Background: an optimization exercise with open tools, aiming at small area, a short achievable clock period and few clock cycles. Do not read the settings as production practice.
RTL that was checked went through simulation tests only; none was proved equivalent to the original.
The RTL of run 4 was laid out without a check of its function.
Power and IR drop assume default switching activity.

**flow/design.v**
```verilog
module fadd_a(input [15:0] a, input [15:0] b, output [45:0] p);
  wire [4:0] ea = a[14:10], eb = b[14:10];
  wire sa = a[15], sb = b[15];
  wire [4:0] d = ea - eb;
  wire swap = (eb > ea);
  wire sub = sa ^ sb;
  wire [4:0] E0 = swap ? eb : ea;
  wire [10:0] ma = {|ea, a[9:0]}, mb = {|eb, b[9:0]};
  wire [10:0] mbig = swap ? mb : ma;
  wire [10:0] msml = swap ? ma : mb;
  wire [25:0] al = {msml, 15'b0} >> d;
  wire spec = (&ea) | (&eb);
  wire sign = spec ? ((&ea) ? sa : sb) : (swap ? sb : sa);
  assign p = {spec, sign, E0, sub, mbig, al, sub & (|al[14:0])};
endmodule
module fadd_b(input [45:0] p, output [23:0] q);
  wire spec = p[45], sign = p[44];
  wire [4:0] E0 = p[43:39];
  wire sub = p[38];
  wire [10:0] mbig = p[37:27];
  wire [25:0] al = p[26:1];
  wire borrow = p[0];
  wire [14:0] x = al[14:0];
  wire [11:0] yv = {sub, al[25:15] ^ {11{sub}}};
  wire [12:0] sum = {1'b0, mbig, 1'b1} + {yv, sub & ~borrow};
  wire [11:0] hi = sum[12:1];
  wire z13 = (x[12:0] == 13'd0);
  wire o13 = (x[12:0] == 13'h1FFF);
  wire c14 = ~x[13] & z13;
  wire s13 = sub ? (~x[13] ^ z13) : x[13];
  wire s14 = sub ? (~x[14] ^ c14) : x[14];
  wire or121 = sub ? ~(z13 | o13) : (|x[12:1]);
  wire and121 = sub ? ((x[12:0] == 13'd1) | (x[12:0] == 13'd2)) : (&x[12:1]);
  assign q = {spec, sign, E0, hi, s14, s13, or121, and121, x[0]};
endmodule
module fadd_c(input [23:0] p, output [15:0] y);
  wire spec = p[23], sign = p[22];
  wire [4:0] E0 = p[21:17];
  wire [13:0] H = p[16:3];      
  wire or121 = p[2], and121 = p[1], s0 = p[0];
  wire [11:0] U = H[13:2];      
  wire s14 = H[1], s13 = H[0];
  wire or13_1 = s13 | or121;
  wire or13_0 = s13 | or121 | s0;
  wire or12_0 = or121 | s0;
  wire all14_0 = s14 & s13 & and121 & s0;
  wire all14_1 = s14 & s13 & and121;
  wire [4:0] Ep1 = E0 + 5'd1, Ep2 = E0 + 5'd2, Ep3 = E0 + 5'd3;
  wire e28 = (E0 >= 5'd28), e29 = (E0 >= 5'd29), e30 = (E0 == 5'd30);
  wire cZ = (U == 12'd0);
  wire cO = U[11];
  wire cN = ~U[11] & U[10];
  wire [9:0] frO = U[10:1];
  wire condO = U[0] & (s14 | or13_1 | U[1]);
  wire cyO = U[0] & all14_1;
  wire all1O = &frO, zeroO = (frO == 10'd0);
  wire [9:0] frOi = frO + 10'd1;
  wire [9:0] frN = U[9:0];
  wire condN = s14 & (or13_0 | U[0]);
  wire cyN = all14_0;
  wire all1N = &frN, zeroN = (frN == 10'd0);
  wire [9:0] frNi = frN + 10'd1;
  reg [3:0] lz;
  always @(*)
    casez (U[9:0])
      10'b1?????????: lz = 4'd1;
      10'b01????????: lz = 4'd2;
      10'b001???????: lz = 4'd3;
      10'b0001??????: lz = 4'd4;
      10'b00001?????: lz = 4'd5;
      10'b000001????: lz = 4'd6;
      10'b0000001???: lz = 4'd7;
      10'b00000001??: lz = 4'd8;
      10'b000000001?: lz = 4'd9;
      default:        lz = 4'd10;
    endcase
  wire [11:0] X = {U[9:0], s14, s13} << (lz - 4'd1);
  wire [9:0] frL = X[10:1];
  wire condL = U[9] & s13 & (or12_0 | s14);
  wire bumpL = condL & (U[8:0] == 9'd0) & ~s14;
  reg [4:0] EL;
  always @(*)
    casez (U[9:0])
      10'b1?????????: EL = bumpL ? E0 : E0 - 5'd1;
      10'b01????????: EL = E0 - 5'd2;
      10'b001???????: EL = E0 - 5'd3;
      10'b0001??????: EL = E0 - 5'd4;
      10'b00001?????: EL = E0 - 5'd5;
      10'b000001????: EL = E0 - 5'd6;
      10'b0000001???: EL = E0 - 5'd7;
      10'b00000001??: EL = E0 - 5'd8;
      10'b000000001?: EL = E0 - 5'd9;
      default:        EL = E0 - 5'd10;
    endcase
  reg [4:0] E; reg [9:0] F; reg ovf;
  always @(*) begin
    if (cZ) begin
      E = all14_0 ? 5'd22 : 5'd0; F = 10'd0; ovf = 1'b0;
    end else if (cO) begin
      if (cyO & all1O) begin E = Ep3; F = 10'd0; ovf = e28; end
      else if (condO & zeroO & ~cyO) begin E = Ep2; F = frO; ovf = e29; end
      else begin E = Ep1; F = cyO ? frOi : frO; ovf = e30; end
    end else if (cN) begin
      if (cyN & all1N) begin E = Ep2; F = 10'd0; ovf = e29; end
      else if (condN & zeroN & ~cyN) begin E = Ep1; F = frN; ovf = e30; end
      else begin E = E0; F = cyN ? frNi : frN; ovf = 1'b0; end
    end else begin
      E = EL; F = frL; ovf = 1'b0;
    end
  end
  assign y = (spec | ovf) ? {sign, 5'b11111, 10'd0} : {sign, E, F};
endmodule
module fmul_a(input [15:0] a, input [15:0] b, output [66:0] p);
  wire [4:0] ea = a[14:10], eb = b[14:10];
  wire zero = (ea == 5'd0 && a[9:0] == 10'd0) || (eb == 5'd0 && b[9:0] == 10'd0);
  wire [10:0] ma = {1'b1, a[9:0]}, mb = {1'b1, b[9:0]};
  wire [13:0] pp0 = ma * mb[2:0];
  wire [13:0] pp1 = ma * mb[5:3];
  wire [13:0] pp2 = ma * mb[8:6];
  wire [12:0] pp3 = ma * mb[10:9];
  wire ga = ea > 5'd15, gb = eb > 5'd15;
  wire [4:0] ea1 = ea - 5'd15, eb1 = eb - 5'd15;
  reg [5:0] s0, s1;
  always @(*) begin
    if (ga & gb) begin
      s0 = {1'b0, ea1} + {1'b0, eb1};
      s1 = {1'b0, ea1} + {1'b0, eb1} + 6'd1;
    end else if (ga) begin
      s0 = {1'b0, ea1} - {1'b0, eb};
      s1 = s0;
    end else if (gb) begin
      s0 = {1'b0, eb1} - {1'b0, ea};
      s1 = s0;
    end else begin
      s0 = 6'b110001;
      s1 = 6'b110001;
    end
  end
  wire [5:0] t0 = s0 + 6'd15, t1 = s1 + 6'd15;
  wire [4:0] x0 = t0[5] ? 5'b11111 : t0[4:0];
  wire [4:0] x1 = t1[5] ? 5'b11111 : t1[4:0];
  assign p = {zero, a[15] ^ b[15], x1, x0, pp3, pp2, pp1, pp0};
endmodule
module fmul_b(input [66:0] p, output [23:0] q);
  wire [21:0] prod = {p[54:42], 9'd0} + {2'd0, p[41:28], 6'd0} + {5'd0, p[27:14], 3'd0} + {8'd0, p[13:0]};
  assign q = {p[66:55], prod[21:10]};
endmodule
module fmul_c(input [23:0] p, output [15:0] y);
  wire zero = p[23], sign = p[22];
  wire [4:0] x1 = p[21:17], x0 = p[16:12];
  wire [11:0] ph = p[11:0];    
  assign y = zero ? 16'd0 : (ph[11] ? {sign, x1, ph[10:1]} : {sign, x0, ph[9:0]});
endmodule
module ScalarRegFile (clk, rst, ra1, ra2, rd1, rd2,
                      bw_en, bw_hi, bw_dst, bw_data,
                      ww_lo, ww_hi, ww_dst, ww_data, r7_en, r7_data);
  input clk, rst;
  input [2:0] ra1, ra2;
  output [15:0] rd1, rd2;
  input bw_en, bw_hi;
  input [2:0] bw_dst;
  input [7:0] bw_data;
  input ww_lo, ww_hi;
  input [2:0] ww_dst;
  input [15:0] ww_data;
  input r7_en;
  input [15:0] r7_data;
  wire [15:0] regs [0:7];
  assign rd1 = regs[ra1];
  assign rd2 = regs[ra2];
  genvar g;
  generate
    for (g = 0; g < 8; g = g + 1) begin : entry
      reg [15:0] q;
      assign regs[g] = q;
      always @(posedge clk)
        if (rst)
          q <= 16'h0000;
        else begin
          if (ww_lo && ww_dst == g)              q[7:0] <= ww_data[7:0];
          else if (g == 7 && r7_en)              q[7:0] <= r7_data[7:0];
          else if (bw_en && !bw_hi && bw_dst == g) q[7:0] <= bw_data;
          if (ww_hi && ww_dst == g)              q[15:8] <= ww_data[15:8];
          else if (g == 7 && r7_en)              q[15:8] <= r7_data[15:8];
          else if (bw_en && bw_hi && bw_dst == g)  q[15:8] <= bw_data;
        end
    end
  endgenerate
endmodule
module VectorRegFile (clk, we_l, wd_l, we_a, wd_a, heads, taps);
  input clk;
  input [7:0] we_l, we_a;
  input [15:0] wd_l, wd_a;
  output [127:0] heads;
  output [127:0] taps;                 
  genvar g;
  generate
    for (g = 0; g < 8; g = g + 1) begin : entry
      reg [255:0] q;
      wire [255:0] rot = {q[15:0], q[255:16]};
      always @(posedge clk)
        q <= {rot[255:240], we_l[g] ? wd_l : rot[239:224], rot[223:192],
              we_a[g] ? wd_a : rot[191:176], rot[175:0]};
      assign heads[16*g +: 16] = q[15:0];
      assign taps[16*g +: 16] = q[143:128];
    end
  endgenerate
endmodule
module CVP14(output [15:0] Addr, output RD, output WR, output V, output [15:0] dataOut,
             input Reset, input Clk1, input [15:0] DataIn);
localparam QD = 4;                   
localparam FQ = 11;                  
localparam MU_IDLE = 2'd0, MU_VLD = 2'd1, MU_VSTW = 2'd2, MU_VSTR = 2'd3;
localparam AU_VADD = 2'd0, AU_VDOT = 2'd1, AU_SMUL = 2'd2;
function ok_add;
  input [15:0] x;
  ok_add = (x[14:0] == 15'd0) | (x[14:10] >= 5'd10 && x[14:10] <= 5'd27);
endfunction
function [4:0] emax;
  input [4:0] m;
  input [15:0] x;
  emax = (x[14:10] > m) ? x[14:10] : m;
endfunction
function ok_mul;
  input [4:0] ea, eb;
  ok_mul = (ea != 5'd31) & (eb != 5'd31) & ({1'b0, ea} + {1'b0, eb} <= 6'd44);
endfunction
reg rst;
always @(posedge Clk1) rst <= Reset;
reg [3:0] ph;                        
reg [7:0] zf;                        
reg [7:0] sa;                        
reg [4:0] mx [0:7];                  
reg [15:0] addr_q, dout_q;
reg rd_q, wr_q, v_q, vflag;
reg [15:0] q [0:QD-1];
reg [2:0] qn;                        
reg [15:0] ir_pc, fpc;
reg f_act;                           
wire [15:0] ir = q[0];
wire ir_v = (qn != 3'd0);
reg [1:0] mu_st;
reg [3:0] mu_cnt;
reg [15:0] base;
reg [2:0] mu_reg;
reg mu_tap;                          
reg ld_now, ld_last;                 
reg l_oka;
reg [4:0] l_mx;
reg [15:0] ld1;
reg ld1_v, ld_first, ld1_first, ld1_last;
reg [2:0] ld1_r;
reg sl_v, sl_wlo, sl_whi;
reg sl_known, sl_safe_q, sl_fp_q;    
reg [15:0] sl_pc;
reg [1:0] sl_op;
reg [2:0] sl_ra, sl_rb, sl_rd;
reg [15:0] sl_sc;
reg rd_busy, rd_act, vdot_wait, rd_us;
reg rd_tap;                          
reg [1:0] rd_op;
reg [2:0] rd_ra, rd_rb, rd_rd;
reg [3:0] rd_cnt;
reg [4:1] sv, sfirst, slast, sus;
reg [1:0] sop [1:4];
reg [2:0] srd [1:4];
reg [15:0] x1, y1;
reg [45:0] fa_p;
reg [23:0] fb_p;
reg [66:0] ma_p;
reg [23:0] mb_p;
reg [15:0] wres;
reg a_oka;
reg [4:0] a_mx;
reg ldf_v, ldf_oka;                  
reg [2:0] ldf_r;
reg [4:0] ldf_mx;
reg f5_v, f5_oka;                    
reg [2:0] f5_rd;
reg [4:0] f5_mx;
reg us_busy, us_fin, us_vdot, ovf;
reg [15:0] fq [0:FQ-1];
reg [3:0] fq_wp, fq_rp, fq_cnt;
reg [15:0] np;                       
reg np_v;
reg [15:0] acc;
reg [4:0] acc_k;
reg [1:0] acc_st;                    
reg vd_pend, vd_wlo, vd_whi, vd_wr;
reg [2:0] vd_rd;
reg [45:0] ca_p;
reg [23:0] cb_p;
integer k;
wire [3:0] op = ir[15:12];
wire is_vadd = (op == 4'd0);
wire is_vdot = (op == 4'd1);
wire is_smul = (op == 4'd2);
wire is_sst  = (op == 4'd3);
wire is_vld  = (op == 4'd4);
wire is_vst  = (op == 4'd5);
wire is_sll  = (op == 4'd6);
wire is_slh  = (op == 4'd7);
wire is_j    = (op == 4'd8);
wire is_au = is_vadd | is_vdot | is_smul;
wire is_mu = is_sst | is_vld | is_vst;
wire [2:0] f_d = ir[11:9], f_a = ir[8:6], f_b = ir[5:3];
wire [15:0] rx, ry;
wire [127:0] heads, taps;
wire redirect = us_fin & ovf;
wire blocking_us = us_busy & ~(us_fin & ~ovf);        
wire s4_vec = sv[4] & (sop[4] != AU_VDOT);
function pend_w;
  input [2:0] r;
  pend_w = rd_busy & (rd_op != AU_VDOT) & (rd_rd == r);
endfunction
function au_wpend;
  input [2:0] r;
  au_wpend = (rd_busy & (rd_op != AU_VDOT) & (rd_rd == r)) |
             (sv[1] & (sop[1] != AU_VDOT) & (srd[1] == r)) |
             (sv[2] & (sop[2] != AU_VDOT) & (srd[2] == r)) |
             (sv[3] & (sop[3] != AU_VDOT) & (srd[3] == r)) |
             (s4_vec & (srd[4] == r)) | (f5_v & (f5_rd == r));
endfunction
function sl_w;
  input [2:0] r;
  sl_w = sl_v & (sl_op != AU_VDOT) & (sl_rd == r);
endfunction
function sl_r;
  input [2:0] r;
  sl_r = sl_v & ((sl_ra == r) | ((sl_op != AU_SMUL) & (sl_rb == r)));
endfunction
function flags_pend;
  input [2:0] r;
  flags_pend = au_wpend(r) | (vld_act & (mu_reg == r)) | (ld1_v & (ld1_r == r)) | (ldf_v & (ldf_r == r));
endfunction
function pend_s;
  input [2:0] r;
  pend_s = (vd_pend & (vd_wlo | vd_whi) & (vd_rd == r)) |
           (sl_v & (sl_op == AU_VDOT) & (sl_wlo | sl_whi) & (sl_rd == r));
endfunction
wire mu_free = (mu_st == MU_IDLE);
wire vld_act = (mu_st == MU_VLD) | ld_now;            
wire sl_haz = (vld_act & (mu_reg == sl_ra | (mu_reg == sl_rb & (sl_op != AU_SMUL)))) |
              (((mu_st == MU_VSTW) | ((mu_st == MU_VSTR) & mu_tap)) & (mu_reg == sl_rd) & (sl_op != AU_VDOT));
wire wait_rd_d = (vdot_wait | (rd_busy & rd_tap)) & (rd_ra == f_d | rd_rb == f_d);
wire sl_safe = (sl_op == AU_VADD) ? (sa[sl_ra] & sa[sl_rb]) :
               (sl_op == AU_VDOT) ? ok_mul(mx[sl_ra], mx[sl_rb]) :
                                    ok_mul(mx[sl_ra], sl_sc[14:10]);
wire sl_fp = flags_pend(sl_ra) | ((sl_op != AU_SMUL) & flags_pend(sl_rb));
wire sl_ok = sl_known & sl_safe_q;
wire blocking = blocking_us | (sl_v & ~sl_ok);
wire sl_start = sl_v & sl_known & ~rd_busy & ~sl_haz & ((sl_op != AU_VDOT) | ~vd_pend) & (sl_safe_q | ~sl_fp_q);
reg issue_ok;
always @(*) begin
  if (is_au)       issue_ok = ~sl_v & (~is_smul | ~pend_s(f_b));
  else if (is_vld) issue_ok = mu_free & ~pend_s(f_a) & ~pend_w(f_d) & ~wait_rd_d & ~sl_r(f_d) & ~sl_w(f_d);
  else if (is_vst) issue_ok = mu_free & ~ld_now & ~pend_s(f_a) & ~pend_w(f_d) & ~sl_w(f_d);
  else if (is_sst) issue_ok = mu_free & ~pend_s(f_a) & ~pend_s(f_d);
  else issue_ok = 1'b1;
end
wire issue = ir_v & ~blocking & ~redirect & issue_ok;
wire au_issue = issue & is_au;
wire mu_issue = issue & is_mu;
wire sll_vd = issue & is_sll & vd_pend & (vd_rd == f_d);
wire slh_vd = issue & is_slh & vd_pend & (vd_rd == f_d);
wire sll_sl = issue & is_sll & sl_v & (sl_op == AU_VDOT) & (sl_rd == f_d);
wire slh_sl = issue & is_slh & sl_v & (sl_op == AU_VDOT) & (sl_rd == f_d);
wire r7_en = redirect & ~(us_vdot & vd_rd == 3'd7);
wire r7_vd = r7_en & vd_pend & (vd_rd == 3'd7);
ScalarRegFile srf(.clk(Clk1), .rst(rst),
                  .ra1(f_a), .ra2(is_smul ? f_b : f_d), .rd1(rx), .rd2(ry),
                  .bw_en(issue & (is_sll | is_slh)), .bw_hi(is_slh), .bw_dst(f_d), .bw_data(ir[7:0]),
                  .ww_lo(vd_wr & vd_wlo & ~sll_vd & ~r7_vd), .ww_hi(vd_wr & vd_whi & ~slh_vd & ~r7_vd),
                  .ww_dst(vd_rd), .ww_data(acc),
                  .r7_en(r7_en), .r7_data(sl_pc));    
wire [7:0] we_l = ld1_v ? (8'd1 << ld1_r) : 8'd0;
wire [7:0] we_a = s4_vec ? (8'd1 << srd[4]) : 8'd0;
VectorRegFile vrf(.clk(Clk1), .we_l(we_l), .wd_l(ld1), .we_a(we_a), .wd_a(wres), .heads(heads), .taps(taps));
wire [2:0] sel_a = rd_busy ? rd_ra : sl_ra;
wire [2:0] sel_b = rd_busy ? rd_rb : sl_rb;
wire [2:0] sel_c = mu_free ? f_d : mu_reg;
wire tap_now;
wire [15:0] va = zf[sel_a] ? 16'd0 : (tap_now ? taps[16*sel_a +: 16] : heads[16*sel_a +: 16]);
wire [15:0] vb = zf[sel_b] ? 16'd0 : (tap_now ? taps[16*sel_b +: 16] : heads[16*sel_b +: 16]);
wire c_tap = (mu_st == MU_VSTR) ? mu_tap : ph[3];
wire [15:0] vc = zf[sel_c] ? 16'd0 : (c_tap ? taps[16*sel_c +: 16] : heads[16*sel_c +: 16]);
wire [1:0] i_op = is_vadd ? AU_VADD : (is_vdot ? AU_VDOT : AU_SMUL);
wire sl_vdot = (sl_op == AU_VDOT);
wire first_read = (sl_start & (~sl_vdot | ph[2:0] == 3'd0)) | (vdot_wait & ph[2:0] == 3'd0);
wire read_now = first_read | rd_act;
wire read_last = rd_act & (rd_cnt == 4'd15);
wire [1:0] cur_op = sl_start ? sl_op : rd_op;
wire [2:0] cur_rd = sl_start ? sl_rd : rd_rd;
assign tap_now = first_read ? (ph[3] & (cur_op == AU_VDOT)) : rd_tap;
wire [45:0] fa_pn;
wire [23:0] fb_pn;
wire [66:0] ma_pn;
wire [23:0] mb_pn;
wire [15:0] fc_y, mc_y;
fadd_a ua1(.a(x1), .b(y1), .p(fa_pn));
fadd_b ua2(.p(fa_p), .q(fb_pn));
fadd_c ua3(.p(fb_p), .y(fc_y));
fmul_a um1(.a(x1), .b(y1), .p(ma_pn));
fmul_b um2(.p(ma_p), .q(mb_pn));
fmul_c um3(.p(mb_p), .y(mc_y));
always @(posedge Clk1) begin
  if (rst) begin
    rd_busy <= 1'b0; rd_act <= 1'b0; vdot_wait <= 1'b0; sl_v <= 1'b0; rd_tap <= 1'b0;
    sv <= 4'd0;
    us_busy <= 1'b0; us_fin <= 1'b0; ovf <= 1'b0;
  end else begin
    if (us_fin) begin us_fin <= 1'b0; us_busy <= 1'b0; end
    else if (sv[4] & slast[4] & sus[4]) us_fin <= 1'b1;
    if (sl_start) sl_v <= 1'b0;
    sl_known <= sl_v & ~sl_start;
    sl_safe_q <= sl_safe;
    sl_fp_q <= sl_fp;
    if (sll_sl) sl_wlo <= 1'b0;
    if (slh_sl) sl_whi <= 1'b0;
    if (au_issue) begin
      sl_v <= 1'b1;
      sl_op <= i_op; sl_ra <= f_a; sl_rb <= f_b; sl_rd <= f_d; sl_sc <= ry; sl_pc <= ir_pc;
      sl_wlo <= 1'b1; sl_whi <= 1'b1;
    end
    if (sl_start) begin
      rd_busy <= 1'b1;
      rd_op <= sl_op; rd_ra <= sl_ra; rd_rb <= sl_rb; rd_rd <= sl_rd; rd_us <= ~sl_safe_q;
      if (~sl_safe_q) begin
        us_busy <= 1'b1; us_vdot <= sl_vdot; ovf <= 1'b0;
      end
      vdot_wait <= sl_vdot & (ph[2:0] != 3'd0);
    end
    if (vdot_wait & ph[2:0] == 3'd0) vdot_wait <= 1'b0;
    if (first_read) begin rd_act <= 1'b1; rd_cnt <= 4'd1; rd_tap <= ph[3] & (cur_op == AU_VDOT); end
    else if (rd_act) begin rd_cnt <= rd_cnt + 4'd1; if (rd_cnt == 4'd15) rd_act <= 1'b0; end
    if (read_last) rd_busy <= 1'b0;
    sv <= {sv[3:1], read_now};
    if (sv[4] & (wres == 16'h7C00)) ovf <= 1'b1;
  end
end
always @(posedge Clk1) begin
  if (read_now) begin
    x1 <= va;
    if (cur_op != AU_SMUL) y1 <= vb;
    else if (sl_start) y1 <= sl_sc;
  end
  sfirst <= {sfirst[3:1], first_read};
  slast <= {slast[3:1], read_last};
  sus <= {sus[3:1], sl_start ? ~sl_safe_q : rd_us};
  sop[1] <= cur_op; sop[2] <= sop[1]; sop[3] <= sop[2]; sop[4] <= sop[3];
  srd[1] <= cur_rd; srd[2] <= srd[1]; srd[3] <= srd[2]; srd[4] <= srd[3];
  fa_p <= fa_pn;
  fb_p <= fb_pn;
  ma_p <= ma_pn;
  mb_p <= mb_pn;
  wres <= (sop[3] == AU_VADD) ? fc_y : mc_y;
  if (s4_vec) begin
    a_oka <= (a_oka | sfirst[4]) & ok_add(wres);
    a_mx <= emax(sfirst[4] ? 5'd0 : a_mx, wres);
  end
end
wire push = sv[4] & (sop[4] == AU_VDOT);
wire fq_has = (fq_cnt != 4'd0);
wire step = vd_pend & np_v & (acc_st == 2'd0) & (acc_k != 5'd16);
wire np_load_q = step & fq_has;                        
wire np_load_p = push & (step ? ~fq_has : ~np_v);       
wire fq_push = push & ~np_load_p;
wire [45:0] ca_pn;
wire [23:0] cb_pn;
wire [15:0] cc_y;
fadd_a uc1(.a(acc), .b(np), .p(ca_pn));
fadd_b uc2(.p(ca_p), .q(cb_pn));
fadd_c uc3(.p(cb_p), .y(cc_y));
always @(posedge Clk1) begin
  if (rst) begin
    vd_pend <= 1'b0; acc_st <= 2'd0; vd_wr <= 1'b0; np_v <= 1'b0;
  end else begin
    if (sll_vd | r7_vd) vd_wlo <= 1'b0;
    if (slh_vd | r7_vd) vd_whi <= 1'b0;
    if (sl_start & sl_vdot) begin
      vd_pend <= 1'b1; vd_rd <= sl_rd; vd_wlo <= sl_wlo & ~sll_sl; vd_whi <= sl_whi & ~slh_sl;
      acc_k <= 5'd0; fq_cnt <= 4'd0; fq_wp <= 4'd0; fq_rp <= 4'd0; np_v <= 1'b0;
    end else begin
      if (fq_push) fq_wp <= (fq_wp == FQ - 1) ? 4'd0 : fq_wp + 4'd1;
      if (np_load_q) fq_rp <= (fq_rp == FQ - 1) ? 4'd0 : fq_rp + 4'd1;
      fq_cnt <= fq_cnt + {3'd0, fq_push} - {3'd0, np_load_q};
      if (step) acc_k <= acc_k + 5'd1;
      if (np_load_q | np_load_p) np_v <= 1'b1;
      else if (step) np_v <= 1'b0;
    end
    acc_st <= {acc_st[0], step & (acc_k != 5'd0)};
    vd_wr <= acc_st[1] & (acc_k == 5'd16);
    if (vd_wr) vd_pend <= 1'b0;
  end
end
always @(posedge Clk1) begin
  if (fq_push) fq[fq_wp] <= wres;
  if (np_load_q) np <= fq[fq_rp];
  else if (np_load_p) np <= wres;
  ca_p <= ca_pn;
  cb_p <= cb_pn;
  if (step & (acc_k == 5'd0)) acc <= np;
  else if (acc_st[1]) acc <= cc_y;
end
wire [3:0] eoff0 = is_vld ? ph + 4'd1 : 4'd0;
wire [6:0] soff = {ir[5], ir[5:0]} + {3'd0, eoff0};
wire [15:0] addr_now = rx + {{9{soff[6]}}, soff};
wire [15:0] base_now = rx + {{10{ir[5]}}, ir[5:0]};
reg c_port, c_rd, c_wr, c_ld, c_ld_last;
reg [3:0] c_eoff, c_cnt;
reg [1:0] c_st;
always @(*) begin
  c_port = 1'b0; c_rd = 1'b0; c_wr = 1'b0; c_ld = 1'b0; c_ld_last = 1'b0;
  c_eoff = 4'd0; c_st = mu_st; c_cnt = mu_cnt;
  case (mu_st)
    MU_VLD: begin
      c_port = 1'b1; c_rd = 1'b1; c_ld = 1'b1; c_eoff = ph + 4'd1;
      c_cnt = mu_cnt + 4'd1;
      if (mu_cnt == 4'd15) begin c_st = MU_IDLE; c_ld_last = 1'b1; end
    end
    MU_VSTW:
      if (ph[2:0] == 3'd0) begin
        c_port = 1'b1; c_wr = 1'b1; c_st = MU_VSTR;
      end
    MU_VSTR: begin
      c_port = 1'b1; c_wr = 1'b1; c_eoff = {ph[3] ^ mu_tap, ph[2:0]};
      if (ph[2:0] == 3'd7 && (ph[3] ^ mu_tap)) c_st = MU_IDLE;
    end
    default: ;
  endcase
end
wire [15:0] c_addr = base + {12'd0, c_eoff};
wire i_port = is_vld | is_sst | (is_vst & (ph[2:0] == 3'd0));
wire [1:0] i_st = is_vld ? MU_VLD : (is_vst ? ((ph[2:0] == 3'd0) ? MU_VSTR : MU_VSTW) : MU_IDLE);
wire n_mu_port = mu_issue ? i_port : c_port;
wire n_mu_rd = mu_issue ? is_vld : c_rd;
wire n_mu_wr = mu_issue ? (is_sst | is_vst) : c_wr;
wire n_ld = mu_issue ? is_vld : c_ld;
wire n_ld_last = ~mu_issue & c_ld_last;
wire [1:0] n_mu_st = mu_issue ? i_st : c_st;
wire [3:0] n_mu_cnt = mu_issue ? 4'd1 : c_cnt;
wire [15:0] n_dout = (mu_issue & is_sst) ? ry : vc;
wire [15:0] n_mu_addr = mu_issue ? addr_now : c_addr;
wire flush = redirect | (issue & is_j);
wire [15:0] jt = ir_pc + {{4{ir[11]}}, ir[11:0]};
wire [15:0] jt1 = ir_pc + {{4{ir[11]}}, ir[11:0]} + 16'd1;
wire [15:0] target = redirect ? 16'hFFF0 : jt;
wire [15:0] target1 = redirect ? 16'hFFF1 : jt1;
wire [15:0] fpc1 = fpc + 16'd1;
wire arrive = f_act & ~flush;
wire [2:0] qn_a = qn + {2'd0, arrive};                
wire [2:0] qn_b = qn - {2'd0, ~arrive};               
wire [2:0] n_qn = flush ? 3'd0 : (issue ? qn_b : qn_a);
wire room_a = (qn_a != QD);
wire f_if_issue = ~c_port & ~(is_mu & i_port);        
wire f_no_issue = ~c_port & (redirect | room_a);
wire n_f_act = issue ? f_if_issue : f_no_issue;
wire [15:0] fetch_addr = flush ? target : fpc;
wire n_vflag = redirect | (vflag & ~issue);
always @(posedge Clk1) begin
  if (rst) begin
    ph <= 4'd0;
    zf <= 8'hFF; sa <= 8'hFF;
    for (k = 0; k < 8; k = k + 1) begin mx[k] <= 5'd0; end
    ldf_v <= 1'b0;
    qn <= 3'd0; ir_pc <= 16'd0; fpc <= 16'd1; f_act <= 1'b1;
    addr_q <= 16'd0; rd_q <= 1'b1; wr_q <= 1'b0; v_q <= 1'b0; vflag <= 1'b0;
    mu_st <= MU_IDLE; ld_now <= 1'b0; ld_last <= 1'b0; ld1_v <= 1'b0; ld1_last <= 1'b0;
    f5_v <= 1'b0;
  end else begin
    ph <= ph + 4'd1;
    qn <= n_qn;
    ir_pc <= flush ? target : (issue ? ir_pc + 16'd1 : ir_pc);
    fpc <= flush ? (n_f_act ? target1 : target) : (n_f_act ? fpc1 : fpc);
    f_act <= n_f_act;
    addr_q <= n_mu_port ? n_mu_addr : fetch_addr;
    rd_q <= n_mu_port ? n_mu_rd : n_f_act;
    wr_q <= n_mu_port & n_mu_wr;
    vflag <= n_vflag;
    v_q <= n_vflag & ~n_mu_port & n_f_act;    
    mu_st <= n_mu_st; mu_cnt <= n_mu_cnt;
    ld_now <= n_ld; ld_last <= n_ld_last;
    ld1_v <= ld_now; ld1_r <= mu_reg;
    ld_first <= mu_issue & is_vld;
    ld1_first <= ld_first; ld1_last <= ld_last;
    if (ld1_v) begin
      l_oka <= (l_oka | ld1_first) & ok_add(ld1);
      l_mx <= emax(ld1_first ? 5'd0 : l_mx, ld1);
    end
    if (ld_last) zf[mu_reg] <= 1'b0;
    ldf_v <= ld1_last & ~au_wpend(ld1_r) & ~sl_w(ld1_r);
    ldf_r <= ld1_r;
    ldf_oka <= (l_oka | ld1_first) & ok_add(ld1);
    ldf_mx <= emax(ld1_first ? 5'd0 : l_mx, ld1);
    if (ldf_v & ~au_wpend(ldf_r) & ~sl_w(ldf_r)) begin
      sa[ldf_r] <= ldf_oka;
      mx[ldf_r] <= ldf_mx;
    end
    f5_v <= s4_vec & slast[4];
    f5_rd <= srd[4];
    f5_oka <= (a_oka | sfirst[4]) & ok_add(wres);
    f5_mx <= emax(sfirst[4] ? 5'd0 : a_mx, wres);
    if (f5_v & ~((rd_busy & (rd_op != AU_VDOT) & (rd_rd == f5_rd)) |
                 (sv[1] & (sop[1] != AU_VDOT) & (srd[1] == f5_rd)) |
                 (sv[2] & (sop[2] != AU_VDOT) & (srd[2] == f5_rd)) |
                 (sv[3] & (sop[3] != AU_VDOT) & (srd[3] == f5_rd)) |
                 (s4_vec & (srd[4] == f5_rd)) |
                 (vld_act & (mu_reg == f5_rd)) | (ld1_v & (ld1_r == f5_rd)) | sl_w(f5_rd))) begin
      sa[f5_rd] <= f5_oka;
      mx[f5_rd] <= f5_mx;
    end
    if (read_last & (rd_op != AU_VDOT)) zf[rd_rd] <= 1'b0;
    if (mu_issue & is_vld) begin
      sa[f_d] <= 1'b0; mx[f_d] <= 5'd31;
    end
    if (sl_start & ~sl_vdot) begin
      sa[sl_rd] <= 1'b0; mx[sl_rd] <= 5'd31;
    end
  end
end
wire [QD-1:0] at_a = arrive ? (1 << qn) : {QD{1'b0}};
wire [QD-1:0] at_b = arrive ? (1 << (qn - 3'd1)) : {QD{1'b0}};
always @(posedge Clk1) begin
  for (k = 0; k < QD; k = k + 1)
    if (issue ? at_b[k] : at_a[k]) q[k] <= DataIn;
    else if (issue && k < QD - 1) q[k] <= q[k + 1];
end
always @(posedge Clk1) begin
  if (mu_issue) begin base <= base_now; mu_reg <= f_d; end
  if (mu_st != MU_VSTR) mu_tap <= ph[3];
  dout_q <= n_dout;
  ld1 <= DataIn;
end
assign Addr = addr_q;
assign RD = rd_q;
assign WR = wr_q;
assign V = v_q;
assign dataOut = dout_q;
endmodule
```
**flow/config.mk**
```make
export PLATFORM = sky130hd
export DESIGN_NAME = CVP14
export DESIGN_NICKNAME = CVP14
export VERILOG_FILES = /design/flow/design.v
export SDC_FILE = /design/flow/constraint.sdc
export NUM_CORES = 8
export LEC_CHECK = 0
export CAP_MARGIN = 30
export CORE_MARGIN = 2
export CORE_UTILIZATION = 40
export SLEW_MARGIN = 30
```
**flow/constraint.sdc**
```tcl
create_clock -name core_clock -period 20.0 [get_ports {Clk1}]
set_input_delay 4.0000 -clock core_clock [delete_from_list [all_inputs] [get_ports {Clk1}]]
set_output_delay 4.0000 -clock core_clock [all_outputs]
set_load 0.01 [all_outputs]
```
**flow/run.sh**
```bash
#!/bin/bash
# synth_recipe.tcl (not shown) runs the flow's synth.tcl, then flattens the netlist and writes it again
# the make line also repeats each setting of config.mk as NAME=value (left out here)
make -C /OpenROAD-flow-scripts/flow DESIGN_CONFIG=/design/flow/config.mk WORK_HOME=/design/flow/orfs CLKGATE_MAP_FILE= SYNTH_SCRIPT=/design/flow/synth_recipe.tcl finish
```
==> results of run 1 <==
## cell usage after synthesis, types with 16 or more instances
cell type,n,area share (%)
or3_1,22,0.12
a21boi_0,22,0.15
o21ai_0,313,1.4
nor2b_1,79,0.44
clkbuf_1,451,1.5
o21a_1,32,0.21
a221oi_1,31,0.24
and2_1,75,0.42
xor2_1,206,1.6
o22ai_1,58,0.32
nand3_1,432,1.9
nor3_1,132,0.59
a32oi_1,44,0.34
a211o_1,18,0.14
xnor2_1,213,1.7
nand2_1,1419,4.7
edfxtp_1,450,12
mux4_2,81,1.6
o211ai_1,78,0.52
a311oi_1,118,0.92
nor2_1,672,2.2
a31oi_1,91,0.51
a211oi_1,93,0.62
mux2_1,16,0.16
nor3b_1,20,0.13
dfxtp_1,2635,47
ha_1,299,3.3
nand4_1,55,0.31
and3_1,108,0.60
buf_2,71,0.32
buf_1,71,0.24
a21o_1,69,0.46
fa_1,66,1.2
inv_1,260,0.87
a21oi_1,441,2.0
a22oi_1,23,0.15
mux2_2,288,2.9
nor4_1,63,0.35
mux2i_1,263,2.3
o311a_1,33,0.29
nand2b_1,62,0.35
a22o_1,28,0.22
or2_2,22,0.12
## worst paths after layout
kind / from / to / slack [ps]
max reg2reg: mu_reg[0] / x1[6] / 14220
min reg2reg: vrf.entry[7].q[216] / vrf.entry[7].q[200] / 280
min: vrf.entry[7].q[216] / vrf.entry[7].q[200] / 280
max: dout_q[13] / dataOut[13] / 14220
## power groups by stage
| stage | logic, mW | clock network, mW | registers, mW |
|---|---|---|---|
| after global routing | 4.95 | 6.18 | 7.41 |
| after detailed placement | 4.52 | 0 | 7.50 |
| after CTS | 4.55 | 5.94 | 7.36 |
| after global placement | 4.46 | 0 | 7.48 |
| after floorplan | 2.93 | 0 | 7.23 |
| final | 4.61 | 5.84 | 7.36 |
## routing by layer
metal / GRT usage (%) / share of wire, %
met1: 29.8 / 44
met2: 36.2 / 46
met3: 3.42 / 6.5
met4: 9.19 / 4.2
met5: 0 / 0.021
## cell families (layout without fill, tap and decap cells)
| family | after synthesis | in the layout | share of synthesized area (%) |
|---|---|---|---|
| AND/OR/NAND/NOR | 3241 | 3241 | 13.0 |
| other | 0 | 2 | 0 |
| flip-flops | 3085 | 3085 | 59.0 |
| AO/OA/AOI/OAI | 1682 | 1682 | 10.0 |
| buffers and inverters | 876 | 1050 | 3.10 |
| multiplexers | 658 | 658 | 7.15 |
| XOR/XNOR | 419 | 419 | 3.27 |
| adder cells (fa/ha/maj) | 365 | 365 | 4.51 |
## per-stage QoR
stage | setup slack (ps) | hold slack, ps
2_1_floorplan | 15460 | 310
3_3_place_gp | 14490 | 309
3_5_place_dp | 14360 | 312
4_1_cts | 14090 | 277
5_1_grt | 13940 | 296
6_report | 14220 | 279
## cell type report
class / instances / area, um^2 / share of cell area (%)
diodes: 2 / 5.00 / 0.00394
clock buffers: 430 / 8850 / 6.97
clock inverters: 132 / 1490 / 1.18
inverters: 266 / 1000 / 0.789
multi-input cells: 6365 / 43000 / 33.8
flip-flops and latches: 3085 / 66300 / 52.2
well taps: 3724 / 4660 / 3.67
repair buffers: 222 / 1840 / 1.45
==> key figures, run 1 <==
Critical path
  • Worst Path Buf+Inv: 1
  • Critical path class: reg -> out
  • Crit Path Max Fanout: 1
  • Top delay family on crit path: buffers and inverters
  • Crit path depth: 1
  • CP Launch Type: flip-flop
  • Critical path's largest stage delay: between 500 and 600 ps
  • Crit end category: output port
  • Worst endpoint required time: 16000 ps
  • Worst EP arrival: around 1800 ps
  • Reg2reg path depth: 12
  • Cell breakdown of the critical path: clkdlybuf4s50_1
  • Slowest CP cell: clkdlybuf4s50_1

STA
  • Setup TNS: 0 ps
  • Final max-slew violation count: 0
  • Max Fclk: 0.173 GHz
  • Tmin final: 5790 ps
  • Rel. slew slack: 27.3%
  • RSZ-0062 raised after global routing: no
  • Slew @ Worst Pin: 1090 ps
  • Max Clock Skew: 85.5 ps
  • Final Setup Violations: 0
  • Final Hold Violating Endpoints: 0
  • Tcrit/Tclk final: between 20 and 30%

Detailed routing
  • Routed Antenna Nets: 0
  • Vias/cell: 5.45
  • Initial drt markers: about 7300
  • DRT Wirelength: 329000 um
  • First-pass iteration count of the detailed router: 7
  • DRC: 0
  • Routed WL per cell: 23.1 um
  • Routed via count: between 70000 and 80000

Floorplan
  • Initial Utilization: 40.2%
  • Die area: 0.285 mm^2
  • Die width: 534 um
  • Placeable core area: about 0.28 mm^2
  • Number of core rows: 194
  • I/O pin count: between 50 and 60
  • Die height: 534 um

CTS
  • Worst-Skew Late Latency: a little over 900 ps
  • Longest Clk Path Bufs: 4
  • Post-CTS Resized: 0
  • Total clock buffers created by CTS: 310
  • Hold-fix buffers, CTS: 0
  • Root buffer cell: clkbuf_16
  • CTS tree: built
  • Clk pin slew, worst setup/hold paths: 60 ps
  • # H-tree levels: 5
  • Post-CTS Setup Inserts: 0
  • Num Clock Sinks: roughly 3000

Place
  • DP Cell Count: 13662
  • Post-DP HPWL: 219000 um
  • Placer Congestion: 0.918
  • I/O Buffers: 52
  • Placed cell areas: 0.117 mm^2

Pwr
  • VDD IR max: 132 uV
  • Pwr Density: around 140 mW/mm^2
  • Combinational power share: around 26%
  • Pint: 11.8 mW
  • Reg power frac: 41.3%
  • LEAKAGE: 49.0 nW
  • Sw frac: 33.9%
  • Clock group share of total power: 32.8%
  • Total Power: ~18 mW
  • Sw power: 6.05 mW

Synth
  • Post-Syn Area: roughly 0.11 mm^2
  • Prevailing post-synth register cell: dfxtp_1
  • Library cells used by synthesis: 105
  • Number of synthesized flops with an enable pin: 450
  • Synthesized instance count: 10326
  • Synth Warn #: 8
  • Asr flop ratio synth: 0%
  • Register area share after synthesis: between 50% and 60%
  • Synth Register Bits: slightly above 3000
  • Syn nets: ~11000
  • Avg Inst Size Synth: around 11 um^2

Layout
  • Share of cells above drive strength 1: 11.0%
  • P&R area growth vs syn: 13.1%
  • Max reg flops: 2048
  • Final nets: 10633
  • Fin util: 45.5%
  • Finished Cell Area: about 0.13 mm^2
  • Most frequent cells in the layout: 2623 x dfxtp_1, 1419 x nand2_1, 667 x nor2_1
  • Post-Layout Cell Count: approximately 14000
  • Largest Register: vrf.entry.q
  • Most common cell after layout, fill and taps aside: dfxtp_1
  • Number of fill cells: 25369
  • Biggest regs: vrf.entry.q x2048, fq x176, srf.entry.q x128

Status
  • Outcome: timing/DRC/antenna clean

Global routing
  • First-pass GRT wire length: 486000 um
  • GR Overflow Total: 0
  • Initial antenna violation count: 15
  • Vias in the first global route: 74959
  • Pin count of the biggest net entering global routing: ~180
  • Gr usage total: 22.4%

Min path
  • Hold WC Path Type: reg -> reg
  • Hold Path Stages: 0

Job
  • Max-cap violation count: 0
Testbench counts, summed over its fixed seeds: cycles 82,567.
==> inputs of run 2 (changes only) <==
==> flow/config.mk (replaced) <==
export PLATFORM = sky130hd
export DESIGN_NAME = CVP14
export DESIGN_NICKNAME = CVP14
export VERILOG_FILES = /design/flow/design.v
export SDC_FILE = /design/flow/constraint.sdc
export NUM_CORES = 8
export LEC_CHECK = 0
export CAP_MARGIN = 50
export CORE_MARGIN = 2
export CORE_UTILIZATION = 55
export SLEW_MARGIN = 50
==> run 2 against run 1 <==
  * Still clean on timing, DRC and antenna
  * Non-clock buffer count rose by 40
  * Count of clock-buffer cells in the layout grew 15
  * Worst setup slack worse by 53 ps
  * Die area down 27%
  * Clock power rose by 0.9%
  * Sequential cell count unchanged
  * Critical endpoint is now dataOut[12]
  * Largest cell class unchanged
  * Highest routed layer is now met4
==> key figures, run 2 <==
Status
  • Outcome: timing/DRC/antenna clean

Layout
  • P&R area growth vs syn: 12.7%
  • Biggest regs: vrf.entry.q x2048, fq x176, srf.entry.q x128
  • Finished Cell Area: 0.127 mm^2
  • Sequential standard cell area: 0.0663 mm^2
  • Max reg flops: roughly 2000
  • Most frequent cells in the layout: 2615 x dfxtp_1, 1417 x nand2_1, 661 x nor2_1
  • Number of fill cells: roughly 16000
  • Largest Register: vrf.entry.q
  • Area of the multi-input gates: 0.0432 mm^2
  • Most common cell after layout, fill and taps aside: dfxtp_1
  • Share of cells above drive strength 1: between 10% and 20%
  • Final nets: 10681
  • Post-Layout Cell Count: roughly 13000

CTS
  • Worst-Skew Late Latency: 980 ps
  • Hold-fix buffers, CTS: 0
  • Longest Clk Path Bufs: 4
  • Num Clock Sinks: 3085
  • Post-CTS Setup Inserts: 0
  • Total clock buffers created by CTS: 318
  • Clk pin slew, worst setup/hold paths: 70 ps
  • Root buffer cell: clkbuf_16
  • Post-CTS Resized: 0
  • # H-tree levels: 5
  • CTS tree: built

Detailed routing
  • Routed via count: 77936
  • Vias/cell: 5.90
  • Routed WL per cell: approximately 24 um
  • Highest metal layer with signal wires: met4
  • Metal-1 WL: 138000 um
  • Routed wl met2: 144000 um
  • Initial drt markers: just under 8000
  • Routed Antenna Nets: 0
  • DRC: 0
  • Routed met3 length: 23600 um
  • DRT Wirelength: 323000 um
  • First-pass iteration count of the detailed router: 6

Synth
  • Dominant cell type by area after synthesis: dfxtp_1
  • Library cells used by synthesis: between 100 and 150
  • Count leader, synth: dfxtp_1
  • Top cell type's share of synthesized area: 47.0%
  • Syn nets: 10709
  • Synth cell count leaders: 2635 x dfxtp_1, 1419 x nand2_1, 672 x nor2_1
  • Area contributors post-synth: dfxtp_1 47%, edfxtp_1 12%, nand2_1 4.7%
  • Synth Warn #: 8
  • Number of synthesized flops with an enable pin: 450
  • Avg Inst Size Synth: between 10 and 15 um^2
  • Post-Syn Area: 0.112 mm^2
  • Synthesized instance count: 10326
  • Prevailing post-synth register cell: dfxtp_1
  • Synth Register Bits: 3085
  • Register area share after synthesis: ~59%
  • Asr flop ratio synth: 0%

Place
  • Post-DP HPWL: roughly 220000 um
  • Placed cell areas: 0.116 mm^2
  • Place WS: 14680 ps
  • I/O Buffers: 52
  • DP Cell Count: 12640
  • Placer Congestion: 0.921

Min path
  • Worst hold start: vrf.entry[2].q[146]
  • Hold WC Path Type: reg -> reg

Critical path
  • Worst Path Buf+Inv: 1
  • CP Launch Type: flip-flop
  • Worst EP arrival: 1840 ps
  • Crit Path Max Fanout: 1
  • Cell breakdown of the critical path: clkdlybuf4s50_1
  • Critical path's largest stage delay: 530 ps
  • FF-to-FF Start: sl_op[1]
  • Top delay family on crit path: buffers and inverters
  • Crit path launch: dout_q[12]
  • Worst endpoint required time: 16000 ps
  • Critical path class: reg -> out
  • Slowest CP cell: clkdlybuf4s50_1
  • Crit end category: output port

Pwr
  • Clock group share of total power: 32.9%
  • Combinational power share: 26.5%
  • Sw frac: 33.4%
  • Pwr Density: 142 mW/mm^2
  • VDD IR max: 204 uV
  • Pint: between 10 and 15 mW
  • LEAKAGE: between 40 and 50 nW
  • Sw power: 5.99 mW
  • Reg power frac: 40.7%

STA
  • Slew @ Worst Pin: 839 ps
  • Max Clock Skew: 122 ps
  • Final max-slew violation count: 0
  • Tcrit/Tclk final: 29.2%
  • Setup TNS: 0 ps
  • Max Fclk: 0.171 GHz
  • Final Setup Violations: 0
  • RSZ-0062 raised after global routing: no
  • Rel. slew slack: 43.8%
  • Tmin final: between 5000 and 6000 ps
  • Setup ws final: 14160 ps
  • Final Hold Violating Endpoints: 0

Global routing
  • Pin count of the biggest net entering global routing: 127
  • Initial antenna violation count: 11
  • GR Overflow Total: 0
  • First-pass GRT wire length: ~480000 um
  • Gr usage total: between 30% and 40%
  • Vias in the first global route: between 70000 and 80000

Floorplan
  • Die height: about 460 um
  • I/O pin count: 53
  • Number of core rows: 165
  • Initial Utilization: 55.5%
  • Die area: 0.208 mm^2
  • Placeable core area: a little over 0.2 mm^2
  • Die width: 456 um

Job
  • Max-cap violation count: 0
==> run 2: cell counts after synthesis <==
Identical to the previous run, type by type.
==> run 2: cell families (layout without fill, tap and decap cells) <==
logic type	Yosys count	in the layout	synth area share, %
AND/OR/NAND/NOR	3241	3241	13.0
flip-flops	3085	3085	59.0
AO/OA/AOI/OAI	1682	1682	10.0
buffers and inverters	876	1089	3.10
multiplexers	658	658	7.15
XOR/XNOR	419	419	3.27
adder cells (fa/ha/maj)	365	365	4.51
other	0	6	0
==> run 2: metal layers <==
metal  vias to the layer above  global-route usage, %
met2                      3377                   47.6
met4                         0                   14.9
met1                     37693                   40.6
met3                       846                   5.37
li1                      36020                      -
met5                         -                      0
==> run 2: area by class of cell <==
| class | count | area share [%] |
|---|---|---|
| diodes | 6 | 0.0119 |
| clock buffers | 445 | 7.31 |
| clock inverters | 116 | 0.978 |
| inverters | 266 | 0.795 |
| multi-input cells | 6365 | 34.1 |
| flip-flops and latches | 3085 | 52.4 |
| well taps | 2672 | 2.64 |
| repair buffers | 262 | 1.80 |
==> run 2: final timing paths <==
| kind | to | cells after the start | slack (ps) |
|---|---|---|---|
| worst max-delay path | dataOut[12] | 1 | 14160 |
| worst min-delay path | vrf.entry[2].q[130] | 0 | 270 |
| worst max register to register | x1[3] | 13 | 14530 |
| worst min register to register | vrf.entry[2].q[130] | 0 | 270 |
==> run 2: power groups by stage <==
stage | Clock (mW) | Combinational (mW) | Sequential (mW)
after floorplan | 0 | 2.93 | 7.23
after global placement | 0 | 4.52 | 7.43
after detailed placement | 0 | 4.62 | 7.43
after CTS | 5.99 | 4.65 | 7.29
after global routing | 6.23 | 5.07 | 7.34
final | 5.89 | 4.75 | 7.30
==> run 2: per-stage QoR <==
stage | total power [mW] | util [%] | hold WS [ps]
finish | 17.9 | 62.5 | 266
global route | 18.6 | 62.5 | 267
CTS | 17.9 | 62.4 | 249
detailed placement | 12.0 | 57.2 | 312
global placement | 12.0 | 56.9 | 310
floorplan | 10.2 | - | 310
==> inputs of run 3 (changes only) <==
--- a/flow/config.mk
+++ b/flow/config.mk
@@ -7,5 +7,5 @@
 export LEC_CHECK = 0
 export CAP_MARGIN = 50
 export CORE_MARGIN = 2
-export CORE_UTILIZATION = 55
+export CORE_UTILIZATION = 40
 export SLEW_MARGIN = 50
==> run 3 against run 2 <==
  * Count of clock-buffer cells in the layout down 13
  * Synthesized area unchanged
  * Fmax up 0.45%
  * Power down 0.19%
  * Largest cell class unchanged
  * Critical path type unchanged
  * Largest power group unchanged
  * Cell area up 0.96%
  * Non-clock buffer count down 11
  * Via count down 0.26%
  * Clock power down 0.7%
  * Synthesized cell count unchanged
  * Clock skew down 30 ps
  * Sequential cell count unchanged
  * Still clean on timing, DRC and antenna
  * Die area up 37%
==> key figures, run 3 <==
Critical path
  • Reg-to-Reg End: x1[6]
  • CP Launch Type: flip-flop
  • Slowest CP cell: clkdlybuf4s50_1
  • Critical path class: reg -> out
  • Reg2reg path depth: 14
  • Crit end category: output port
  • Critical path's largest stage delay: ~550 ps
  • FF-to-FF Start: sl_op[1]
  • Worst EP arrival: roughly 1800 ps
  • Setup slack, reg-to-reg: 14690 ps
  • Worst Path Buf+Inv: 1
  • Top delay family on crit path: buffers and inverters
  • Crit Path Max Fanout: 1
  • Cell breakdown of the critical path: clkdlybuf4s50_1
  • Worst endpoint required time: 16000 ps

CTS
  • Total clock buffers created by CTS: 308
  • CTS tree: built
  • # H-tree levels: 5
  • Clk pin slew, worst setup/hold paths: 60 ps
  • Root buffer cell: clkbuf_16
  • Post-CTS Resized: 0
  • Post-CTS Setup Inserts: 0
  • Longest Clk Path Bufs: 4
  • Worst-Skew Late Latency: 920 ps
  • Num Clock Sinks: 3085
  • Hold-fix buffers, CTS: 0

Layout
  • Most frequent cells in the layout: 2605 x dfxtp_1, 1417 x nand2_1, 662 x nor2_1
  • Number of fill cells: 25352
  • Final nets: 10660
  • P&R area growth vs syn: 13.8%
  • Largest Register: vrf.entry.q
  • Biggest regs: vrf.entry.q x2048, fq x176, srf.entry.q x128
  • Post-Layout Cell Count: 14258
  • Most common cell after layout, fill and taps aside: dfxtp_1
  • Max reg flops: 2048
  • Share of cells above drive strength 1: 12.0%

Pwr
  • Pwr Density: ~140 mW/mm^2
  • VDD IR max: 183 uV
  • LEAKAGE: 49.3 nW

Global routing
  • Pin count of the biggest net entering global routing: approximately 140
  • Initial antenna violation count: 18
  • Gr usage total: 22.5%
  • Vias in the first global route: approximately 75000
  • First-pass GRT wire length: 488000 um
  • GR Overflow Total: 0

Synth
  • Avg Inst Size Synth: 10.9 um^2
  • Count leader, synth: dfxtp_1
  • Synthesized instance count: 10326
  • Library cells used by synthesis: ~110
  • Synth cell count leaders: 2635 x dfxtp_1, 1419 x nand2_1, 672 x nor2_1
  • Post-Syn Area: 0.112 mm^2
  • Asr flop ratio synth: 0%
  • Prevailing post-synth register cell: dfxtp_1
  • Synth Register Bits: 3085
  • Synth Warn #: 8
  • Top cell type's share of synthesized area: 47.0%
  • Number of synthesized flops with an enable pin: 450
  • Syn nets: 10709
  • Register area share after synthesis: 59.0%
  • Dominant cell type by area after synthesis: dfxtp_1
  • Area contributors post-synth: dfxtp_1 47%, edfxtp_1 12%, nand2_1 4.7%

Detailed routing
  • Vias/cell: roughly 5.5
  • First-pass iteration count of the detailed router: 7
  • Routed via count: 77731
  • Routed Antenna Nets: 0
  • DRC: 0
  • Routed WL per cell: 23.2 um
  • DRT Wirelength: 330000 um
  • Initial drt markers: 7478

Job
  • Max-cap violation count: 0

STA
  • Tcrit/Tclk final: about 29%
  • Final Setup Violations: 0
  • Slew @ Worst Pin: slightly below 800 ps
  • Max Clock Skew: 91.5 ps
  • RSZ-0062 raised after global routing: no
  • Setup ws final: 14190 ps
  • Max Fclk: 0.172 GHz
  • Final Hold Violating Endpoints: 0
  • Tmin final: 5810 ps
  • Fin Hold WS: 282 ps
  • Setup TNS: 0 ps
  • Rel. slew slack: 47.8%
  • Final max-slew violation count: 0

Status
  • Outcome: timing/DRC/antenna clean

Min path
  • Worst hold start: vrf.entry[5].q[19]
  • Min-Delay Endpoint: vrf.entry[5].q[3]
  • Hold Path Stages: 0
  • Hold WC Path Type: reg -> reg

Floorplan
  • Placeable core area: approximately 0.28 mm^2
  • Number of core rows: 194
  • I/O pin count: 53
  • Die height: 534 um
  • Die width: 534 um
  • Die area: about 0.29 mm^2
  • Initial Utilization: around 40%

Place
  • Place WS: approximately 15000 ps
  • I/O Buffers: between 50 and 60
  • Post-DP HPWL: 221000 um
  • DP Cell Count: 13686
  • Placer Congestion: roughly 0.92
[run 3: where the power goes]
part	switching [mW]	total [mW]	internal, mW	leakage, nW
registers	0.447	7.35	6.90	25.6
logic	3.15	4.70	1.55	18.6
clock network	2.46	5.85	3.39	5.12
total	6.06	17.9	11.8	49.3
[run 3: final cells by class]
cell class	count	area (um^2)	share of cell area, %
timing repair buffer	251	2210	1.73
sequential	3085	66300	51.9
clock buffer	432	8980	7.03
tap	3724	4660	3.65
antenna	6	15.0	0.0117
clock inverter	129	1430	1.12
inverter	266	1000	0.786
multi-input combinational	6365	43200	33.8
[run 3: per-layer routing]
metal | part of all wire (%) | up-vias | track usage [%]
met2 | 45 | 3102 | 36.1
met3 | 6.5 | 738 | 3.25
met1 | 44 | 37900 | 30.0
met4 | 4.6 | 6 | 10.1
met5 | 0.0088 | - | 0
li1 | - | 35985 | -
[run 3: cells by family (layout without fill, tap and decap cells)]
logic type / Yosys count / after routing / share of synthesized area (%)
AO/OA/AOI/OAI: 1682 / 1682 / 10.0
XOR/XNOR: 419 / 419 / 3.27
adder cells (fa/ha/maj): 365 / 365 / 4.51
buffers and inverters: 876 / 1078 / 3.10
flip-flops: 3085 / 3085 / 59.0
multiplexers: 658 / 658 / 7.15
other: 0 / 6 / 0
AND/OR/NAND/NOR: 3241 / 3241 / 13.0
[run 3: worst max-delay path by stage]
stage | start | endpoint | slack [ps] | cells past startpoint
2_1_floorplan | q[0][11] | flip-flop | 15460 | 9
3_3_place_gp | sl_rd[0] | x1[7] | 14490 | 12
3_5_place_dp | sl_rd[0] | x1[11] | 14610 | 12
4_1_cts | dout_q[13] | dataOut[13] | 14070 | 1
5_1_grt | dout_q[13] | dataOut[13] | 14100 | 1
6_report | dout_q[13] | dataOut[13] | 14190 | 1
[run 3: stage by stage]
| stage | cell area, um^2 | power, mW | util (%) |
|---|---|---|---|
| after detailed placement | 117000 | 12.1 | 42.0 |
| final | 128000 | 17.9 | 45.7 |
| after CTS | 128000 | 17.9 | 45.7 |
| after global placement | 117000 | 11.9 | 41.7 |
| after global routing | 128000 | 18.6 | 45.7 |
| after floorplan | 112000 | 10.2 | - |
==> inputs of run 4 (changes only) <==
--- a/flow/design.v
+++ b/flow/design.v
@@ -209,7 +209,7 @@
 module CVP14(output [15:0] Addr, output RD, output WR, output V, output [15:0] dataOut,
              input Reset, input Clk1, input [15:0] DataIn);
 localparam QD = 4;                   
-localparam FQ = 11;                  
+localparam FQ = 9;                   
 localparam MU_IDLE = 2'd0, MU_VLD = 2'd1, MU_VSTW = 2'd2, MU_VSTR = 2'd3;
 localparam AU_VADD = 2'd0, AU_VDOT = 2'd1, AU_SMUL = 2'd2;
 function ok_add;
@@ -343,6 +343,14 @@
 wire sl_haz = (vld_act & (mu_reg == sl_ra | (mu_reg == sl_rb & (sl_op != AU_SMUL)))) |
               (((mu_st == MU_VSTW) | ((mu_st == MU_VSTR) & mu_tap)) & (mu_reg == sl_rd) & (sl_op != AU_VDOT));
 wire wait_rd_d = (vdot_wait | (rd_busy & rd_tap)) & (rd_ra == f_d | rd_rb == f_d);
+wire [4:0] sl_mxa = mx[sl_ra];
+wire [4:0] sl_mxb = (sl_op == AU_SMUL) ? sl_sc[14:10] : mx[sl_rb];
+wire [4:0] sl_mxab = (sl_mxa > sl_mxb) ? sl_mxa : sl_mxb;
+wire [5:0] sl_sum = {1'b0, sl_mxa} + {1'b0, sl_mxb};
+wire [5:0] sl_add3 = {1'b0, sl_mxab} + 6'd3;
+wire [4:0] sl_bound = ~sl_safe_q ? 5'd31 :
+                      (sl_op == AU_VADD) ? (sl_add3[5] ? 5'd31 : sl_add3[4:0]) :
+                      ((sl_sum >= 6'd14 && sl_sum - 6'd14 > {1'b0, sl_mxab}) ? sl_sum[4:0] - 5'd14 : sl_mxab);
 wire sl_safe = (sl_op == AU_VADD) ? (sa[sl_ra] & sa[sl_rb]) :
                (sl_op == AU_VDOT) ? ok_mul(mx[sl_ra], mx[sl_rb]) :
                                     ok_mul(mx[sl_ra], sl_sc[14:10]);
@@ -614,7 +622,7 @@
       sa[f_d] <= 1'b0; mx[f_d] <= 5'd31;
     end
     if (sl_start & ~sl_vdot) begin
-      sa[sl_rd] <= 1'b0; mx[sl_rd] <= 5'd31;
+      sa[sl_rd] <= 1'b0; mx[sl_rd] <= sl_bound;
     end
   end
 end
==> run 4 against run 3 <==
  * Cell area down 0.97%
  * Still clean
  * Non-clock buffer count up 1
  * Synthesized cell count down 10%
  * Power down 1.9%
  * Routed wire length down 4.7%
  * Core utilization about the same
  * Via count down 7.0%
  * Count of clock-buffer cells in the layout down 22
==> key figures, run 4 <==
Synth
  • Register area share after synthesis: between 50% and 60%
  • Dominant cell type by area after synthesis: dfxtp_1
  • Post-synthesis simple-gate area fraction: between 8 and 9%
  • Synth Register Bits: 3053
  • Asr flop ratio synth: 0%
  • Synth Warn #: 8
  • Synth Area in Adders: 4.79%
  • Largest family of logic cells by synthesized area: multiplexers
  • Avg Inst Size Synth: around 12 um^2
  • Prevailing post-synth register cell: dfxtp_1
  • Library cells used by synthesis: 102
  • Syn nets: ~9700
  • Synthesized instance count: 9288
  • Post-Syn Area: 0.111 mm^2
  • Synth cell count leaders: 2595 x dfxtp_1, 730 x nand2_1, 571 x nor2_1
  • Post-synthesis mux area share: 12.0%
  • Number of synthesized flops with an enable pin: roughly 460
  • Top cell type's share of synthesized area: between 40 and 50%
  • Count leader, synth: dfxtp_1
  • Area contributors post-synth: dfxtp_1 47%, edfxtp_1 12%, mux4_2 5.3%
  • Post-Synth XOR/XNOR Area: 3.42%
  • Compound-Gate Fraction of Synth Area: 8.97%

Global routing
  • Initial antenna violation count: 25
  • Vias in the first global route: roughly 71000
  • Pin count of the biggest net entering global routing: 103
  • GR Overflow Total: 0
  • Gr usage total: 21.6%
  • First-pass GRT wire length: 465000 um

Critical path
  • Critical path class: reg -> reg
  • Crit Path Max Fanout: 10
  • Worst EP arrival: between 7000 and 8000 ps
  • CP Launch Type: flip-flop
  • Worst endpoint required time: slightly above 20000 ps
  • Crit end category: flip-flop

Layout
  • Final nets: 9739
  • Fin util: 45.8%
  • Finished Cell Area: 0.127 mm^2
  • Largest Register: vrf.entry.q
  • Most common cell after layout, fill and taps aside: dfxtp_1
  • Share of cells above drive strength 1: 15.1%
  • Most frequent cells in the layout: 2576 x dfxtp_1, 724 x nand2_1, 561 x nor2_1
  • Biggest regs: vrf.entry.q x2048, fq x144, srf.entry.q x128
  • Max reg flops: 2048
  • P&R area growth vs syn: 13.8%

Detailed routing
  • Routed via count: a little over 70000
  • Routed Antenna Nets: 0
  • Routed WL per cell: 23.7 um
  • Vias/cell: 5.44
  • DRT Wirelength: 315000 um
  • Initial drt markers: between 6000 and 7000
  • DRC: 0
  • First-pass iteration count of the detailed router: 6

Place
  • I/O Buffers: between 50 and 60
  • Placer Congestion: 0.888
  • Placed cell areas: 0.117 mm^2
  • Post-DP HPWL: 211000 um

STA
  • Max Clock Skew: 86.5 ps
  • Max Fclk: between 0.15 and 0.2 GHz
  • Tcrit/Tclk final: 32.4%
  • Final max-slew violation count: 0
  • Final Setup Violations: 0
  • Rel. slew slack: 47.7%
  • Slew @ Worst Pin: 782 ps
  • Final Hold Violating Endpoints: 0
  • RSZ-0062 raised after global routing: no
  • Tmin final: 6480 ps
  • Setup TNS: 0 ps

CTS
  • Root buffer cell: clkbuf_16
  • Total clock buffers created by CTS: 294
  • Num Clock Sinks: 3053
  • Hold-fix buffers, CTS: 0
  • Longest Clk Path Bufs: 4
  • CTS tree: built
  • # H-tree levels: 5
  • Post-CTS Setup Inserts: 0
  • Clk pin slew, worst setup/hold paths: roughly 60 ps
  • Post-CTS Resized: 0
  • Worst-Skew Late Latency: ~870 ps

Pwr
  • VDD IR max: 102 uV
  • Clock group share of total power: 32.3%
  • Total Power: 17.6 mW
  • Sw power: 5.77 mW
  • Pint: 11.8 mW
  • Pwr Density: 139 mW/mm^2
  • LEAKAGE: about 49 nW
  • Combinational power share: around a quarter
  • Reg power frac: 41.0%
  • Sw frac: about a third

Floorplan
  • Die height: between 500 and 600 um
  • Initial Utilization: 40.2%
  • I/O pin count: 53
  • Die area: 0.282 mm^2
  • Die width: 531 um
  • Number of core rows: approximately 190
  • Placeable core area: 0.276 mm^2

Job
  • Max-cap violation count: 0

Min path
  • Hold WC Path Type: reg -> reg

Status
  • Outcome: timing/DRC/antenna clean
==> run 4: kinds of logic (layout without fill, tap and decap cells) <==
kind of cell    count (synthesis)  count (layout)
buf+inv                       785            1062
fa+ha+maj                     386             386
xor+xnor                      434             434
other cells                     0               8
compound gates               1528            1528
simple gates                 2135            2135
mux                           967             967
flops                        3053            3053
==> run 4: power groups by stage <==
stage	Combinational, mW	Clock [mW]	Sequential [mW]
after floorplan	3.02	0	7.16
after global placement	4.50	0	7.35
after detailed placement	4.65	0	7.33
after CTS	4.68	5.77	7.20
after global routing	5.06	6.01	7.25
final	4.70	5.67	7.20
==> run 4: worst max-delay path, stage by stage, from the launching register on <==
cell and delay (ps):
dfxtp_2 570, mux4_2 580, mux2i_1 510, mux2_2 320, ha_1 260, nor2b_1 140
o21ai_0 150, a21oi_1 140, o31ai_4 460, mux2i_1 480, inv_1 150, ha_1 320
nand3_1 100, o22ai_1 170, o21ai_0 120, nand2b_1 100, o21ai_0 80, o21ba_2 260
a2bb2oi_1 440, nand3b_1 150, a31oi_2 520, o21ai_0 170
==> run 4: path summary, 6_finish.rpt <==
kind | slack [ps] | end | depth (start not counted) | from
max | 13520 | mx[1][3] | 21 | flip-flop
min | 290 | vrf.entry[3].q[47] | 0 | vrf.entry[3].q[63]
max reg2reg | 13520 | mx[1][3] | 21 | flip-flop
min reg2reg | 290 | vrf.entry[3].q[47] | 0 | vrf.entry[3].q[63]
==> run 4: area by class of cell <==
class,instances,area [um^2]
Antenna cell,8,20.0
Clock buffer,410,8590
Clock inverter,116,1340
Fill cell,24713,150000
Inverter,284,1070
Multi-Input combinational cell,5450,43100
Sequential cell,3053,65700
Tap cell,3705,4640
Timing Repair Buffer,252,2120
==> run 4: layer usage <==
metal | vias to the layer above | routed length (um) | track usage [%]
met1 | 35748 | 139000 | 29.8
li1 | 33098 | - | -
met5 | - | 27 | 0
met4 | 4 | 12000 | 8.47
met3 | 600 | 22500 | 3.71
met2 | 2803 | 141000 | 33.8
==> run 4: through the flow <==
stage	setup WS [ps]	hold slack [ps]	cells
floorplan	14580	310	9288
global placement	12680	310	12706
detailed placement	13520	312	12741
CTS	13470	291	13267
global route	13000	302	13273
finish	13520	290	13278

-- re-timing with driven ports --
The flow's constraints put no driver on any port. The routed layouts listed below were extracted and timed again, unchanged, in two steps. Step 1 (the two cells are an assumption about what drives the block):
set clk [get_ports {Clk1}]
set_driving_cell -lib_cell sky130_fd_sc_hd__clkbuf_16 $clk
set_driving_cell -lib_cell sky130_fd_sc_hd__buf_2 [delete_from_list [all_inputs] $clk]
Step 2 times the ports against the registers' clock, not the clock port: input delays grow and output delays shrink by t, the midpoint of the rising clock arrivals with the driver on. Three values: ideal, step 1, step 2; two values: the first two.
| run | t, ns | slack for setup (ns) | hold slack, ns | clock arrival spread, ns | worst slew at a driven data input, ns |
|---|---|---|---|---|---|
| run 1 | 0.988 | 14.215 / 14.122 / 14.221 | 0.279 / 0.279 / 0.279 | 0.093 / 0.093 | 0.15 |
| run 2 | 1.005 | 14.162 / 14.074 / 14.527 | 0.266 / 0.266 / 0.266 | 0.122 / 0.122 | 0.06 |
| run 3 | 0.973 | 14.189 / 14.094 / 14.688 | 0.282 / 0.282 / 0.282 | 0.094 / 0.094 | 0.16 |
| run 4 | 0.917 | 13.520 / 13.520 / 13.520 | 0.290 / 0.290 / 0.290 | 0.088 / 0.088 | 0.06 |
After both steps every run listed still meets setup and hold.
